From an optimization exercise on the open Yosys and OpenROAD flow, aimed at small area, a short achievable clock period and few clock cycles; shortcuts taken in it are not production practice.
RTL that was checked went through simulation tests only; none was proved equivalent to the original.

Setup of north:
==> flow/design.v <==
module dividor_rtl #(parameter SIZE=16)
		(
			input clk, rst, start,
			input [SIZE-1:0] a, b,
			output [SIZE-1:0] m,
			output [9:0] f,
			output done,
			output div0);
		localparam IDLE  = 3'd0;
		localparam FIRST = 3'd1;     
		localparam INT   = 3'd2;
		localparam MUL   = 3'd3;
		localparam FRAC  = 3'd4;
		localparam FIN   = 3'd5;
		reg [2:0] state;
		reg [2:0] cnt;           
		reg [15:0] b_r;
		reg [17:0] b3;           
		reg [15:0] p;            
		reg [15:0] q;            
		reg [9:0] fr;            
		reg [1:0] nb;            
		reg [3:0] la, lb;        
		reg short_r;             
		integer i;
		function [3:0] lead(input [15:0] x);
			begin
				lead[3] = |x[15:8];
				lead[2] = |x[15:12] | (~|x[15:8] & |x[7:4]);
				lead[1] = |x[15:14] | (~|x[15:12] & |x[11:10]) | (~|x[15:8] & |x[7:6])
				        | (~|x[15:4] & |x[3:2]);
				lead[0] = x[15] | (~|x[15:14] & x[13]) | (~|x[15:12] & x[11])
				        | (~|x[15:10] & x[9]) | (~|x[15:8] & x[7]) | (~|x[15:6] & x[5])
				        | (~|x[15:4] & x[3]) | (~|x[15:2] & x[1]);
			end
		endfunction
		wire az = la == 4'd0 && !q[0];      
		wire short = az || la < lb;
		wire [3:0] dl = la - lb;             
		wire [2:0] k = dl[3:1];              
		wire [31:0] a_sh = {2'b00, q, 14'd0} >> {k, 1'b0};
		wire [17:0] t = {p, nb};
		wire [18:0] d1 = {1'b0, t} - {3'b0, b_r};
		wire [18:0] d2 = {1'b0, t} - {2'b0, b_r, 1'b0};
		wire [18:0] d3 = {1'b0, t} - {1'b0, b3};
		wire s3 = !d3[18];
		wire s2 = d3[18] && !d2[18];
		wire s1 = d2[18] && !d1[18];
		wire s0 = d1[18];
		wire [1:0] qq = {!d2[18], s3 | s1};
		wire [15:0] p_step = ({16{s3}} & d3[15:0]) | ({16{s2}} & d2[15:0])
		                   | ({16{s1}} & d1[15:0]) | ({16{s0}} & t[15:0]);
		wire [25:0] n1000 = {p, 10'd0} - {6'd0, p, 4'd0} - {7'd0, p, 3'd0};
		wire mul_now = (state == MUL) || (state == FIRST && short);
		always @(posedge clk or posedge rst)
			if (rst)
				state <= IDLE;
			else case (state)
				IDLE:  if (start) state <= FIRST;
				FIRST: state <= !short ? INT : (p == 16'd0) ? FIN : FRAC;
				INT:   if (cnt == 3'd0) state <= MUL;
				MUL:   state <= (p == 16'd0) ? FIN : FRAC;
				FRAC:  if (cnt == 3'd0) state <= FIN;
				default: state <= IDLE;
			endcase
		always @(posedge clk) begin
			b3 <= {1'b0, b_r, 1'b0} + {2'b0, b_r};
			la <= lead(a);
			lb <= lead(b);
			if (state == IDLE)
				b_r <= b;
			if (state == FIRST)
				short_r <= short;
			case (state)
				IDLE: begin
					p <= a;
					q <= a;
				end
				INT: begin
					p <= p_step;
					q <= {q[13:0], qq};
					cnt <= cnt - 3'd1;
				end
				FIRST, MUL: begin
					if (mul_now) begin
						p <= n1000[25:10];
						cnt <= 3'd4;
					end else begin
						p <= a_sh[31:16];
						q <= a_sh[15:0];
						cnt <= k;
					end
				end
				default: begin
					p <= p_step;
					cnt <= cnt - 3'd1;
				end
			endcase
			if (mul_now)
				nb <= n1000[9:8];
			else if (state == FIRST)
				nb <= a_sh[15:14];
			else if (state == INT)
				nb <= q[13:12];
			else
				nb <= fr[7:6];
			if (mul_now)
				fr <= n1000[9:0];
			else
				fr <= {fr[7:0], qq};
		end
		assign m = short_r ? 16'd0 : q;
		assign f = fr;
		assign done = (state == FIN);
		assign div0 = (b_r == 16'd0);
endmodule
export LEC_CHECK = 0
export CAP_MARGIN = 20
export CORE_MARGIN = 2
export CORE_UTILIZATION = 40
export SETUP_SLACK_MARGIN = 4.3
export SLEW_MARGIN = 20
create_clock -name core_clock -period 7.5 [get_ports {clk}]
standard.sh (not shown) runs the stock make flow with config.mk's settings and CLKGATE_MAP_FILE= SYNTH_SCRIPT=/design/flow/synth_recipe.tcl, a recipe that flattens the netlist after the stock synthesis.
==> flow/flow/run.sh <==
#!/bin/bash
# The standard layout flow, with the port buffers made from buf_2 cells
# instead of the default delay-buffer cells. Every input and output port
# still gets its own buffer.
set -e
export BUFFER_PORTS_ARGS="-buffer_cell sky130_fd_sc_hd__buf_2"
bash standard.sh > standard.log 2>&1
Testbench counts of north, summed over its fixed seeds: cycles 15,606.
### north -> south
--- a/flow/design.v
+++ b/flow/design.v
@@ -44,11 +44,6 @@
 		wire [18:0] d2 = {1'b0, t} - {2'b0, b_r, 1'b0};
 		wire [18:0] d3 = {1'b0, t} - {1'b0, b3};
-		wire s3 = !d3[18];
-		wire s2 = d3[18] && !d2[18];
-		wire s1 = d2[18] && !d1[18];
-		wire s0 = d1[18];
-		wire [1:0] qq = {!d2[18], s3 | s1};
-		wire [15:0] p_step = ({16{s3}} & d3[15:0]) | ({16{s2}} & d2[15:0])
-		                   | ({16{s1}} & d1[15:0]) | ({16{s0}} & t[15:0]);
+		wire [1:0] qq = !d3[18] ? 2'd3 : !d2[18] ? 2'd2 : !d1[18] ? 2'd1 : 2'd0;
+		wire [15:0] p_step = !d3[18] ? d3[15:0] : !d2[18] ? d2[15:0] : !d1[18] ? d1[15:0] : t[15:0];
 		wire [25:0] n1000 = {p, 10'd0} - {6'd0, p, 4'd0} - {7'd0, p, 3'd0};
 		wire mul_now = (state == MUL) || (state == FIRST && short);
Results
Delta (south minus north): via count saw a decrease; clock transition at the registers of the reported paths has remained practically unchanged; synthesized area per cell increased by 0.14 um2 relative to the old numbers.
Of north and south, north shows the lower data required time at the worst endpoint, with south above it.
Any difference in final core utilization between south and north is small enough to ignore.
In south, fraction of layout cells with a size suffix above 1 is higher than in north.
south vs north: fraction of area in non-clock buffers up
Changes observed in south relative to north: global-route wire length before repair has decreased, worst-path maximum fanout grew by 1, least setup slack across all paths after layout dropped 0.081 ns.
There was hardly any difference in wire length after detailed routing between north and south.
Against north, south comes in 0.18 points higher on fraction of synthesized cell area in xor and xnor cells.
Testbench counts of south, summed over its fixed seeds: cycles 15,606.

RTL: the design.v shown in full above, as it stands there.
Settings: LEC_CHECK=0, CAP_MARGIN=20, CORE_MARGIN=2, CORE_UTILIZATION=40, SETUP_SLACK_MARGIN=4.3, SLEW_MARGIN=20; clock period 7.5 ns.
run.sh (not shown) runs the stock make flow with config.mk's settings and CLKGATE_MAP_FILE= SYNTH_SCRIPT=/design/flow/synth_recipe.tcl, a recipe that flattens the netlist after the stock synthesis.
Stock flow here: none of the scripts above is used.
The first run ran to the end with no violations.
Testbench counts at the start, summed over its fixed seeds: cycles 15,606.
Then changed:
--- a/flow/design.v
+++ b/flow/design.v
@@ -20,8 +20,9 @@
 		reg [15:0] q;            
 		reg [9:0] fr;            
 		reg [1:0] nb;            
 		reg [3:0] la, lb;        
+		reg az;                  
 		reg short_r;             
 		integer i;
 		function [3:0] lead(input [15:0] x);
 			begin
@@ -33,24 +34,18 @@
 				        | (~|x[15:10] & x[9]) | (~|x[15:8] & x[7]) | (~|x[15:6] & x[5])
 				        | (~|x[15:4] & x[3]) | (~|x[15:2] & x[1]);
 			end
 		endfunction
-		wire az = la == 4'd0 && !q[0];      
 		wire short = az || la < lb;
 		wire [3:0] dl = la - lb;             
 		wire [2:0] k = dl[3:1];              
 		wire [31:0] a_sh = {2'b00, q, 14'd0} >> {k, 1'b0};
 		wire [17:0] t = {p, nb};
 		wire [18:0] d1 = {1'b0, t} - {3'b0, b_r};
 		wire [18:0] d2 = {1'b0, t} - {2'b0, b_r, 1'b0};
 		wire [18:0] d3 = {1'b0, t} - {1'b0, b3};
-		wire s3 = !d3[18];
-		wire s2 = d3[18] && !d2[18];
-		wire s1 = d2[18] && !d1[18];
-		wire s0 = d1[18];
-		wire [1:0] qq = {!d2[18], s3 | s1};
-		wire [15:0] p_step = ({16{s3}} & d3[15:0]) | ({16{s2}} & d2[15:0])
-		                   | ({16{s1}} & d1[15:0]) | ({16{s0}} & t[15:0]);
+		wire [1:0] qq = !d3[18] ? 2'd3 : !d2[18] ? 2'd2 : !d1[18] ? 2'd1 : 2'd0;
+		wire [15:0] p_step = !d3[18] ? d3[15:0] : !d2[18] ? d2[15:0] : !d1[18] ? d1[15:0] : t[15:0];
 		wire [25:0] n1000 = {p, 10'd0} - {6'd0, p, 4'd0} - {7'd0, p, 3'd0};
 		wire mul_now = (state == MUL) || (state == FIRST && short);
 		always @(posedge clk or posedge rst)
 			if (rst)
@@ -66,8 +61,9 @@
 		always @(posedge clk) begin
 			b3 <= {1'b0, b_r, 1'b0} + {2'b0, b_r};
 			la <= lead(a);
 			lb <= lead(b);
+			az <= ~|a;
 			if (state == IDLE)
 				b_r <= b;
 			if (state == FIRST)
 				short_r <= short;
The new run produced a clean layout.
Global-route usage barely changes.
Die area is lower by 0.33%.
Cell area is higher by 3.1%.
Final cell count is higher by 1.6%.
Setup slack gains 0.0047 ns.
Core utilization is higher by 1.5 points.
Routed wire length is higher by 2.0%.
For the second run of this note, only the layout was checked, not whether the RTL still works.

## build 85
Another version of the RTL of dividor_rtl (not shown whole).
Size: about 1,200 cells after synthesis, ~84 flip-flops, ~63 I/O pins, about 9300 µm² of cells after synthesis.
==> module dividor_rtl, before the edit <==
module dividor_rtl #(parameter SIZE=16)
		(
			input clk, rst, start,
			input [SIZE-1:0] a, b,
			output [SIZE-1:0] m,
			output [9:0] f,
			output done,
			output div0);
		localparam IDLE = 3'd0;
		localparam PREP = 3'd1;
		localparam INT  = 3'd2;
		localparam MUL  = 3'd3;
		localparam FRAC = 3'd4;
		localparam FIN  = 3'd5;
		reg [2:0] state;
		reg [2:0] cnt;           
		reg [15:0] b_r;
		reg [17:0] b3;           
		reg [15:0] p;            
		reg [15:0] q;            
		reg [9:0] fr;            
		reg [1:0] nb;            
		function [15:0] below_lead(input [15:0] x);
			integer k;
			begin
				below_lead[15] = 1'b0;
				for (k = 14; k >= 0; k = k - 1)
					below_lead[k] = below_lead[k+1] | x[k+1];
			end
		endfunction
		wire a_short = ~|(a & ~below_lead(b));
		wire [15:0] bs = below_lead(b_r);
		wire [8:0] z;
		genvar j;
		generate for (j = 0; j < 8; j = j + 1) begin : g_z
			wire [31:0] lim = ({16'd0, bs} << (2*j)) | ((32'd1 << (2*j)) - 32'd1);
			assign z[j] = ~|(q & ~lim[15:0]);
		end endgenerate
		assign z[8] = 1'b1;
		integer i;
		reg [3:0] nj;
		always @(*) begin
			nj = 4'd8;
			for (i = 7; i >= 0; i = i - 1)
				if (z[i]) nj = i;
		end
		wire [31:0] a_sh = {q, 16'd0} >> {nj, 1'b0};
		wire [17:0] t = {p, nb};
		wire [18:0] d1 = {1'b0, t} - {3'b0, b_r};
		wire [18:0] d2 = {1'b0, t} - {2'b0, b_r, 1'b0};
		wire [18:0] d3 = {1'b0, t} - {1'b0, b3};
		wire [1:0] qq = !d3[18] ? 2'd3 : !d2[18] ? 2'd2 : !d1[18] ? 2'd1 : 2'd0;
		wire [15:0] p_step = !d3[18] ? d3[15:0] : !d2[18] ? d2[15:0] : !d1[18] ? d1[15:0] : t[15:0];
		wire [25:0] mx = {p, 10'd0};
		wire [25:0] my = ~{6'd0, p, 4'd0};
		wire [25:0] mz = ~{7'd0, p, 3'd0};
		wire [25:0] ms = mx ^ my ^ mz;
		wire [25:0] mc = (mx & my) | (mx & mz) | (my & mz);
		wire [25:0] n1000 = ms + {mc[24:0], 1'b0} + 26'd2;
		always @(posedge clk or posedge rst)
			if (rst)
				state <= IDLE;
			else case (state)
				IDLE: if (start) state <= a_short ? MUL : PREP;
				PREP: state <= INT;
				INT:  if (cnt == 3'd0) state <= MUL;
				MUL:  state <= (p == 16'd0) ? FIN : FRAC;
				FRAC: if (cnt == 3'd0) state <= FIN;
				default: state <= IDLE;
			endcase
		always @(posedge clk) begin
			b3 <= {1'b0, b_r, 1'b0} + {2'b0, b_r};
			case (state)
				IDLE: begin
					b_r <= b;
					p <= a;
					q <= a_short ? 16'd0 : a;
				end
				PREP: begin
					p <= a_sh[31:16];
					q <= a_sh[15:0];
					cnt <= nj[2:0] - 3'd1;
				end
				INT: begin
					p <= p_step;
					q <= {q[13:0], qq};
					cnt <= cnt - 3'd1;
				end
				MUL: begin
					p <= n1000[25:10];
					cnt <= 3'd4;
				end
				default: begin
					p <= p_step;
					cnt <= cnt - 3'd1;
				end
			endcase
			case (state)
				PREP: nb <= a_sh[15:14];
				INT:  nb <= q[13:12];
				MUL:  nb <= n1000[9:8];
				default: nb <= fr[7:6];
			endcase
			if (state == MUL)
				fr <= n1000[9:0];
			else
				fr <= {fr[7:0], qq};
		end
		assign m = q;
		assign f = fr;
		assign done = (state == FIN);
		assign div0 = (b_r == 16'd0);
endmodule
Settings: LEC_CHECK=0, CAP_MARGIN=20, CORE_MARGIN=2, CORE_UTILIZATION=40, SETUP_SLACK_MARGIN=4.0, SLEW_MARGIN=20; clock period 7.5 ns.
The inputs of trial 91 differ from those of build 85 as listed below.
--- a/flow/design.v
+++ b/flow/design.v
@@ -19,23 +19,23 @@
 		reg [15:0] p;            
 		reg [15:0] q;            
 		reg [9:0] fr;            
 		reg [1:0] nb;            
+		reg short;               
 		function [15:0] below_lead(input [15:0] x);
 			integer k;
 			begin
 				below_lead[15] = 1'b0;
 				for (k = 14; k >= 0; k = k - 1)
 					below_lead[k] = below_lead[k+1] | x[k+1];
 			end
 		endfunction
-		wire a_short = ~|(a & ~below_lead(b));
-		wire [15:0] bs = below_lead(b_r);
+		wire [15:0] bs = below_lead(b);
 		wire [8:0] z;
 		genvar j;
 		generate for (j = 0; j < 8; j = j + 1) begin : g_z
 			wire [31:0] lim = ({16'd0, bs} << (2*j)) | ((32'd1 << (2*j)) - 32'd1);
-			assign z[j] = ~|(q & ~lim[15:0]);
+			assign z[j] = ~|(a & ~lim[15:0]);
 		end endgenerate
 		assign z[8] = 1'b1;
 		integer i;
 		reg [3:0] nj;
@@ -43,9 +43,15 @@
 			nj = 4'd8;
 			for (i = 7; i >= 0; i = i - 1)
 				if (z[i]) nj = i;
 		end
-		wire [31:0] a_sh = {q, 16'd0} >> {nj, 1'b0};
+		reg [8:1] sh;            
+		reg [31:0] a_sh;
+		always @(*) begin
+			a_sh = 32'd0;
+			for (i = 1; i <= 8; i = i + 1)
+				if (sh[i]) a_sh = a_sh | ({q, 16'd0} >> (2*i));
+		end
 		wire [17:0] t = {p, nb};
 		wire [18:0] d1 = {1'b0, t} - {3'b0, b_r};
 		wire [18:0] d2 = {1'b0, t} - {2'b0, b_r, 1'b0};
 		wire [18:0] d3 = {1'b0, t} - {1'b0, b3};
@@ -60,9 +66,9 @@
 		always @(posedge clk or posedge rst)
 			if (rst)
 				state <= IDLE;
 			else case (state)
-				IDLE: if (start) state <= a_short ? MUL : PREP;
+				IDLE: if (start) state <= z[0] ? MUL : PREP;
 				PREP: state <= INT;
 				INT:  if (cnt == 3'd0) state <= MUL;
 				MUL:  state <= (p == 16'd0) ? FIN : FRAC;
 				FRAC: if (cnt == 3'd0) state <= FIN;
@@ -73,14 +79,17 @@
 			case (state)
 				IDLE: begin
 					b_r <= b;
 					p <= a;
-					q <= a_short ? 16'd0 : a;
+					q <= a;
+					short <= z[0];
+					for (i = 1; i <= 8; i = i + 1)
+						sh[i] <= (nj == i);
+					cnt <= nj[2:0] - 3'd1;
 				end
 				PREP: begin
 					p <= a_sh[31:16];
 					q <= a_sh[15:0];
-					cnt <= nj[2:0] - 3'd1;
 				end
 				INT: begin
 					p <= p_step;
 					q <= {q[13:0], qq};
@@ -105,9 +114,9 @@
 				fr <= n1000[9:0];
 			else
 				fr <= {fr[7:0], qq};
 		end
-		assign m = q;
+		assign m = short ? 16'd0 : q;
 		assign f = fr;
 		assign done = (state == FIN);
 		assign div0 = (b_r == 16'd0);
 endmodule
Findings:
Compared to build 85, trial 91 has fraction of the core area covered by cells at the end of the flow 3.5 points lower. Count of placed standard cells including taps up 9 in trial 91 wrt build 85. Via count of the routed design on trial 91 is down relative to build 85. The share of flip-flops with an asynchronous set or reset after synthesis reported for trial 91 is smaller than that of build 85 by 0.35 points. Comparing fraction of the yosys area taken by sequential cells for trial 91 and build 85, the smaller number came from build 85. As of trial 91, die width had risen slightly compared to build 85.
No run of this note included a check of the RTL's function; only the layout flow was run.

==> static timing again, ports no longer ideal <==
No port has a modelled driver above. Below, the same layouts with a new extraction and two added sets of constraints. Step 1 assumes that a clkbuf_16 drives the clock port and a buf_2 every other input. Step 2 adds t to the input delays and takes it off the output delays; t is the mean of the earliest and latest rising clock arrival at the registers after step 1. Input paths then give back, and output paths get back, about the clock's delay inside the block. Slacks: ideal ports / drivers / drivers and shift; pairs: ideal ports / drivers.
run | t (ns) | setup slack, ns | latest minus earliest clock arrival (ns) | worst register clock-pin slew, ns | pins driven straight from the clock port
north | 0.397 | 4.439 / 4.394 / 4.443 | 0.019 / 0.019 | 0.08 / 0.08 | 1
south | 0.400 | 4.358 / 4.355 / 4.358 | 0.010 / 0.009 | 0.08 / 0.08 | 1
the first run of note 2 | 0.405 | 4.339 / 4.322 / 4.131 | 0.012 / 0.013 | 0.07 / 0.07 | 1
the second run of note 2 | 0.401 | 4.344 / 4.328 / 4.239 | 0.011 / 0.011 | 0.08 / 0.08 | 1
build 85 | 0.409 | 3.968 / 3.968 / 3.697 | 0.014 / 0.014 | 0.08 / 0.08 | 1
trial 91 | 0.401 | 3.748 / 3.752 / 3.351 | 0.013 / 0.012 | 0.08 / 0.08 | 1
After both steps every run listed still meets setup and hold. For trial 91, which loses most, drivers alone change the setup slack by +0.004 ns; drivers and shift together by -0.397 ns.
